This is an optimization exercise on Yosys and OpenROAD, whose aim is small area, a short achievable clock period and few clock cycles per item, not a production implementation.
At most, simulation tests tie the RTL to the original design; equivalence was not proved.

==> run A: inputs <==
==> flow/design.v (excerpt) <==
module Final(
    rst_n,
    clk,
    in_valid,
    weight_valid,
    I,
    W,
    out_valid,
    OUT
);
Settings: LEC_CHECK=0, CAP_MARGIN=20, CORE_MARGIN=2, CORE_UTILIZATION=40, PLACE_DENSITY=0.75, SETUP_SLACK_MARGIN=3.9, SLEW_MARGIN=20, SYNTH_HIERARCHICAL=1; clock period 10.0 ns.
standard.sh (not shown) runs the stock make flow with config.mk's settings and CLKGATE_MAP_FILE= SYNTH_SCRIPT=/design/flow/synth_recipe.tcl, a recipe that flattens the netlist after the stock synthesis.
==> flow/flow/run.sh <==
#!/bin/bash
# Own layout flow: the standard flow (standard.sh, unchanged synthesis and
# steps) with
#  - port buffers made from the small sky130_fd_sc_hd__buf_1 instead of the
#    default delay buffer;
#  - clock tree synthesis without dummy loads and with smaller clock buffers.
# The make output goes to standard_flow.log here; ORFS keeps each step's log
# under orfs/logs.
set -euo pipefail
export BUFFER_PORTS_ARGS="-buffer_cell sky130_fd_sc_hd__buf_1"
export CTS_ARGS="-sink_clustering_enable -repair_clock_nets -dont_use_dummy_load -buf_list {sky130_fd_sc_hd__clkbuf_4 sky130_fd_sc_hd__clkbuf_8} -root_buf sky130_fd_sc_hd__clkbuf_8"
bash standard.sh > standard_flow.log 2>&1
==> run Z: changes against run A <==
--- a/flow/config.mk
+++ b/flow/config.mk
@@ -9,4 +9,3 @@
 export CORE_MARGIN = 2
-export CORE_UTILIZATION = 40
-export PLACE_DENSITY = 0.75
+export CORE_UTILIZATION = 50
 export SETUP_SLACK_MARGIN = 3.9
==> run K: changes against run A <==
--- a/flow/config.mk
+++ b/flow/config.mk
@@ -10,4 +10,3 @@
 export CORE_UTILIZATION = 40
-export PLACE_DENSITY = 0.75
-export SETUP_SLACK_MARGIN = 3.9
+export SETUP_SLACK_MARGIN = 4.1
 export SLEW_MARGIN = 20
==> summary.txt <==
Status
  • Status: complete, no violations

Timing
  • RSZ-0062 raised after global routing: no
  • Fin crit share: 0.6011

Layout
  • Final #Nets: roughly 2500
  • FF+latch area: 3855 µm²

Critical path
  • Worst Path Arrival: around 6.5 ns
  • Worst setup startpoint: weight_valid

Floorplan
  • Die area: 37400 µm²
Source of the figures above: run Z

==> summary.txt <==
Critical path
  • Worst Path Arrival: 4.06 ns

Timing
  • RSZ-0062 raised after global routing: yes
  • Fin crit share: 0.6056

Synth
  • Synth Area in Compound Gates: 0.01193
  • Post-synth EDFFs: 0

Placement
  • Dpl cells: between 2000 and 2500

Floorplan
  • Die area: between 40000 and 50000 µm²

Status
  • Status: complete, no violations

Layout
  • Final #Nets: between 2000 and 3000
Source of the figures above: run K

==> summary.txt <==
Critical path
  • Worst setup startpoint: cs[41]$_DFF_P_

Timing
  • Fin crit share: 0.6045
  • RSZ-0062 raised after global routing: yes

Layout
  • Final #Nets: 2506
  • FF+latch area: 3855 µm²

Status
  • Status: complete, no violations
Source of the figures above: run A

Testbench counts of run A, summed over its fixed seeds: cycles 3,200, items 3,200.
Testbench counts of run Z, summed over its fixed seeds: cycles 3,200, items 3,200.
Testbench counts of run K, summed over its fixed seeds: cycles 3,200, items 3,200.


==> branch delta: inputs <==
Another version of the RTL of Final (not shown whole).
export LEC_CHECK = 0
export CAP_MARGIN = 20
export CORE_MARGIN = 2
export CORE_UTILIZATION = 40
export SETUP_SLACK_MARGIN = 4
export SLEW_MARGIN = 20
export SYNTH_HIERARCHICAL = 1
create_clock -name core_clock -period 10.0 [get_ports {clk}]
run.sh (not shown) runs the stock make flow with config.mk's settings and CLKGATE_MAP_FILE= SYNTH_SCRIPT=/design/flow/synth_recipe.tcl, a recipe that flattens the netlist after the stock synthesis.
Stock flow here: none of the scripts above is used.
==> branch harbor: changes against branch delta <==
--- a/flow/design.v
+++ b/flow/design.v
@@ -1575,13 +1575,13 @@
   Final_fa us84 (.a(s52), .b(s54), .c(s56), .s(s84), .co(c85));
   Final_fa us86 (.a(s58), .b(s60), .c(s62), .s(s86), .co(c87));
   Final_fa us88 (.a(s64), .b(s66), .c(c21), .s(s88), .co(c89));
   Final_fa us90 (.a(c23), .b(c25), .c(s68), .s(s90), .co(c91));
   Final_fa us92 (.a(s70), .b(s72), .c(s74), .s(s92), .co(c93));
   Final_fa us94 (.a(s76), .b(s78), .c(s80), .s(s94), .co(c95));
-  Final_hai us96 (.a(s82), .b(s84), .s(s96), .co(c97));
+  Final_fa us96 (.a(s82), .b(s84), .c(1'b1), .s(s96), .co(c97));
   Final_fa us98 (.a(pp[101]), .b(pp[104]), .c(pp[114]), .s(s98), .co(c99));
   Final_fa us100 (.a(pp[117]), .b(pp[120]), .c(pp[130]), .s(s100), .co(c101));
   Final_fa us102 (.a(pp[133]), .b(pp[136]), .c(pp[146]), .s(s102), .co(c103));
   Final_fa us104 (.a(pp[149]), .b(pp[152]), .c(pp[162]), .s(s104), .co(c105));
   Final_fa us106 (.a(pp[165]), .b(pp[168]), .c(pp[178]), .s(s106), .co(c107));
   Final_fa us108 (.a(pp[181]), .b(pp[184]), .c(pp[18]), .s(s108), .co(c109));
@@ -1731,13 +1731,13 @@
   Final_fa us396 (.a(s368), .b(s370), .c(s372), .s(s396), .co(c397));
   Final_fa us398 (.a(s374), .b(s376), .c(s378), .s(s398), .co(c399));
   Final_fa us400 (.a(s380), .b(s382), .c(s384), .s(s400), .co(c401));
   Final_fa us402 (.a(c215), .b(c217), .c(c219), .s(s402), .co(c403));
   Final_fa us404 (.a(c221), .b(s386), .c(s388), .s(s404), .co(c405));
   Final_fa us406 (.a(s390), .b(c223), .c(s392), .s(s406), .co(c407));
-  Final_hai us408 (.a(s394), .b(s396), .s(s408), .co(c409));
+  Final_fa us408 (.a(s394), .b(s396), .c(1'b1), .s(s408), .co(c409));
   Final_fa us410 (.a(pp[103]), .b(pp[106]), .c(pp[109]), .s(s410), .co(c411));
   Final_fa us412 (.a(pp[10]), .b(pp[119]), .c(pp[122]), .s(s412), .co(c413));
   Final_fa us414 (.a(pp[125]), .b(pp[135]), .c(pp[138]), .s(s414), .co(c415));
   Final_fa us416 (.a(pp[13]), .b(pp[141]), .c(pp[151]), .s(s416), .co(c417));
   Final_fa us418 (.a(pp[154]), .b(pp[157]), .c(pp[167]), .s(s418), .co(c419));
   Final_fa us420 (.a(pp[170]), .b(pp[173]), .c(pp[183]), .s(s420), .co(c421));
@@ -1823,13 +1823,13 @@
   Final_fa us580 (.a(c397), .b(s556), .c(s558), .s(s580), .co(c581));
   Final_fa us582 (.a(s560), .b(s562), .c(c399), .s(s582), .co(c583));
   Final_fa us584 (.a(c401), .b(s564), .c(s566), .s(s584), .co(c585));
   Final_fa us586 (.a(s568), .b(s570), .c(s572), .s(s586), .co(c587));
   Final_fa us588 (.a(s574), .b(c409), .c(c403), .s(s588), .co(c589));
   Final_fa us590 (.a(c405), .b(s576), .c(c407), .s(s590), .co(c591));
-  Final_hai us592 (.a(s578), .b(s580), .s(s592), .co(c593));
+  Final_fa us592 (.a(s578), .b(s580), .c(1'b1), .s(s592), .co(c593));
   Final_fa us594 (.a(pp[107]), .b(pp[110]), .c(pp[11]), .s(s594), .co(c595));
   Final_fa us596 (.a(pp[123]), .b(pp[126]), .c(pp[139]), .s(s596), .co(c597));
   Final_fa us598 (.a(pp[142]), .b(pp[14]), .c(pp[155]), .s(s598), .co(c599));
   Final_fa us600 (.a(pp[158]), .b(pp[171]), .c(pp[174]), .s(s600), .co(c601));
   Final_fa us602 (.a(pp[187]), .b(pp[190]), .c(pp[203]), .s(s602), .co(c603));
   Final_fa us604 (.a(pp[206]), .b(pp[219]), .c(pp[222]), .s(s604), .co(c605));
@@ -1949,13 +1949,13 @@
   Final_fa us832 (.a(s818), .b(c721), .c(c723), .s(s832), .co(c833));
   Final_fa us834 (.a(c725), .b(c727), .c(c729), .s(s834), .co(c835));
   Final_fa us836 (.a(s820), .b(s822), .c(c731), .s(s836), .co(c837));
   Final_fa us838 (.a(s824), .b(s826), .c(s828), .s(s838), .co(c839));
   Final_fa us840 (.a(s830), .b(c733), .c(c735), .s(s840), .co(c841));
   Final_fa us842 (.a(s832), .b(c737), .c(c739), .s(s842), .co(c843));
-  Final_hai us844 (.a(s834), .b(c741), .s(s844), .co(c845));
+  Final_fa us844 (.a(s834), .b(c741), .c(1'b1), .s(s844), .co(c845));
   Final_fa us846 (.a(c745), .b(c747), .c(c749), .s(s846), .co(c847));
   Final_fa us848 (.a(c751), .b(c753), .c(c755), .s(s848), .co(c849));
   Final_fa us850 (.a(c757), .b(c759), .c(c761), .s(s850), .co(c851));
   Final_fa us852 (.a(c763), .b(c765), .c(c767), .s(s852), .co(c853));
   Final_fa us854 (.a(c769), .b(c771), .c(c773), .s(s854), .co(c855));
   Final_fa us856 (.a(c775), .b(c777), .c(c779), .s(s856), .co(c857));
@@ -1972,33 +1972,33 @@
   Final_fa us878 (.a(s866), .b(s868), .c(c821), .s(s878), .co(c879));
   Final_fa us880 (.a(c823), .b(s870), .c(c825), .s(s880), .co(c881));
   Final_fa us882 (.a(c827), .b(c829), .c(s872), .s(s882), .co(c883));
   Final_fa us884 (.a(c831), .b(s874), .c(s876), .s(s884), .co(c885));
   Final_fa us886 (.a(c833), .b(s878), .c(c835), .s(s886), .co(c887));
   Final_fa us888 (.a(c837), .b(c839), .c(s880), .s(s888), .co(c889));
-  Final_hai us890 (.a(s882), .b(s884), .s(s890), .co(c891));
+  Final_fa us890 (.a(s882), .b(s884), .c(1'b1), .s(s890), .co(c891));
   Final_fa us892 (.a(c847), .b(c849), .c(c851), .s(s892), .co(c893));
   Final_fa us894 (.a(c853), .b(c855), .c(c857), .s(s894), .co(c895));
   Final_fa us896 (.a(c859), .b(c861), .c(s892), .s(s896), .co(c897));
   Final_fa us898 (.a(c863), .b(c865), .c(c867), .s(s898), .co(c899));
   Final_fa us900 (.a(c869), .b(s894), .c(s896), .s(s900), .co(c901));
   Final_fa us902 (.a(c871), .b(c873), .c(c875), .s(s902), .co(c903));
   Final_fa us904 (.a(c877), .b(s898), .c(s900), .s(s904), .co(c905));
   Final_fa us906 (.a(c879), .b(c881), .c(c883), .s(s906), .co(c907));
-  Final_hai us908 (.a(c885), .b(s902), .s(s908), .co(c909));
+  Final_fa us908 (.a(c885), .b(s902), .c(1'b1), .s(s908), .co(c909));
   Final_fa us910 (.a(c893), .b(c895), .c(c897), .s(s910), .co(c911));
-  Final_hai us912 (.a(c899), .b(c901), .s(s912), .co(c913));
+  Final_fa us912 (.a(c899), .b(c901), .c(1'b1), .s(s912), .co(c913));
   Final_fa us914 (.a(cs[0]), .b(cs[1]), .c(cs[2]), .s(s914), .co(c915));
   Final_fa us916 (.a(cs[3]), .b(cs[4]), .c(cs[5]), .s(s916), .co(c917));
   Final_fa us918 (.a(cs[10]), .b(cs[11]), .c(cs[6]), .s(s918), .co(c919));
   Final_fa us920 (.a(cs[7]), .b(cs[8]), .c(cs[9]), .s(s920), .co(c921));
   Final_fa us922 (.a(c915), .b(c917), .c(s918), .s(s922), .co(c923));
   Final_fa us924 (.a(cs[12]), .b(cs[13]), .c(cs[14]), .s(s924), .co(c925));
   Final_fa us926 (.a(cs[15]), .b(cs[16]), .c(cs[17]), .s(s926), .co(c927));
   Final_fa us928 (.a(c919), .b(c921), .c(s924), .s(s928), .co(c929));
-  Final_hai us930 (.a(s926), .b(c923), .s(s930), .co(c931));
+  Final_fa us930 (.a(s926), .b(c923), .c(1'b1), .s(s930), .co(c931));
   Final_fa us932 (.a(cs[18]), .b(cs[19]), .c(cs[20]), .s(s932), .co(c933));
   Final_fa us934 (.a(cs[21]), .b(cs[22]), .c(cs[23]), .s(s934), .co(c935));
   Final_fa us936 (.a(c925), .b(c927), .c(s932), .s(s936), .co(c937));
   Final_fa us938 (.a(s934), .b(c929), .c(s936), .s(s938), .co(c939));
   Final_fa us940 (.a(cs[24]), .b(cs[25]), .c(cs[26]), .s(s940), .co(c941));
   Final_fa us942 (.a(cs[27]), .b(cs[28]), .c(cs[29]), .s(s942), .co(c943));
@@ -2095,10 +2095,6 @@
   assign OUT = ra + rb;
 endmodule
 module Final_fa(input a, input b, input c, output s, output co);
   assign s = a ^ b ^ c;
   assign co = (a & b) | (a & c) | (b & c);
 endmodule
-module Final_hai(input a, input b, output s, output co);
-  assign s = ~(a ^ b);
-  assign co = a | b;
-endmodule
Settings changed: SETUP_SLACK_MARGIN 4 to 5.
==> branch fjord: changes against branch delta <==
Settings changed: SETUP_SLACK_MARGIN 4 to unset.
==> summary of the runs <==
The highest routed wire length belongs to branch harbor, the lowest to branch fjord. The lowest final cell count belongs to branch fjord, the highest to branch harbor. Sequential share of layout area: branch harbor < branch delta < branch fjord. Clock skew, highest first: branch harbor, branch fjord, branch delta. Via count: branch harbor > branch delta > branch fjord. Against branch harbor, the synthesized area of branch delta is higher by about 0.3%.
Testbench counts of branch harbor, summed over its fixed seeds: cycles 3,200, items 3,200.
Function not checked in branch delta and branch fjord: the RTL went through the layout flow alone.

## static timing again, ports no longer ideal
The results above use ideal ports. As a check the final layouts listed here were re-extracted and re-timed, cells and wires unchanged. Step 1 (the two cells are an assumption about what drives the block):
set clk [get_ports {clk}]
set_driving_cell -lib_cell sky130_fd_sc_hd__clkbuf_16 $clk
set_driving_cell -lib_cell sky130_fd_sc_hd__buf_2 [delete_from_list [all_inputs] $clk]
Step 2, shift: input delay + t, output delay - t, t = (earliest + latest rising clock arrival at the registers) / 2. This alone moves slack from input paths to output paths. Three values: ideal, step 1, step 2; two values: the first two.
run | t, ns | setup slack, ns | hold slack, ns
run A | 0.604 | 3.955 / 3.853 / 3.249 | 0.534 / 0.534 / 0.534
run Z | 0.551 | 3.989 / 3.808 / 3.257 | 0.528 / 0.528 / 0.528
run K | 0.609 | 3.944 / 3.893 / 3.357 | 0.510 / 0.510 / 0.510
branch delta | 0.534 | 4.079 / 3.898 / 3.364 | 0.550 / 0.550 / 0.550
branch harbor | 0.534 | 4.214 / 3.931 / 3.396 | 0.532 / 0.532 / 0.532
branch fjord | 0.528 | 3.274 / 3.302 / 2.774 | 0.545 / 0.545 / 0.545
After both steps every run listed still meets setup and hold. For branch harbor, which loses most, drivers alone change the setup slack by -0.283 ns; drivers and shift together by -0.818 ns.
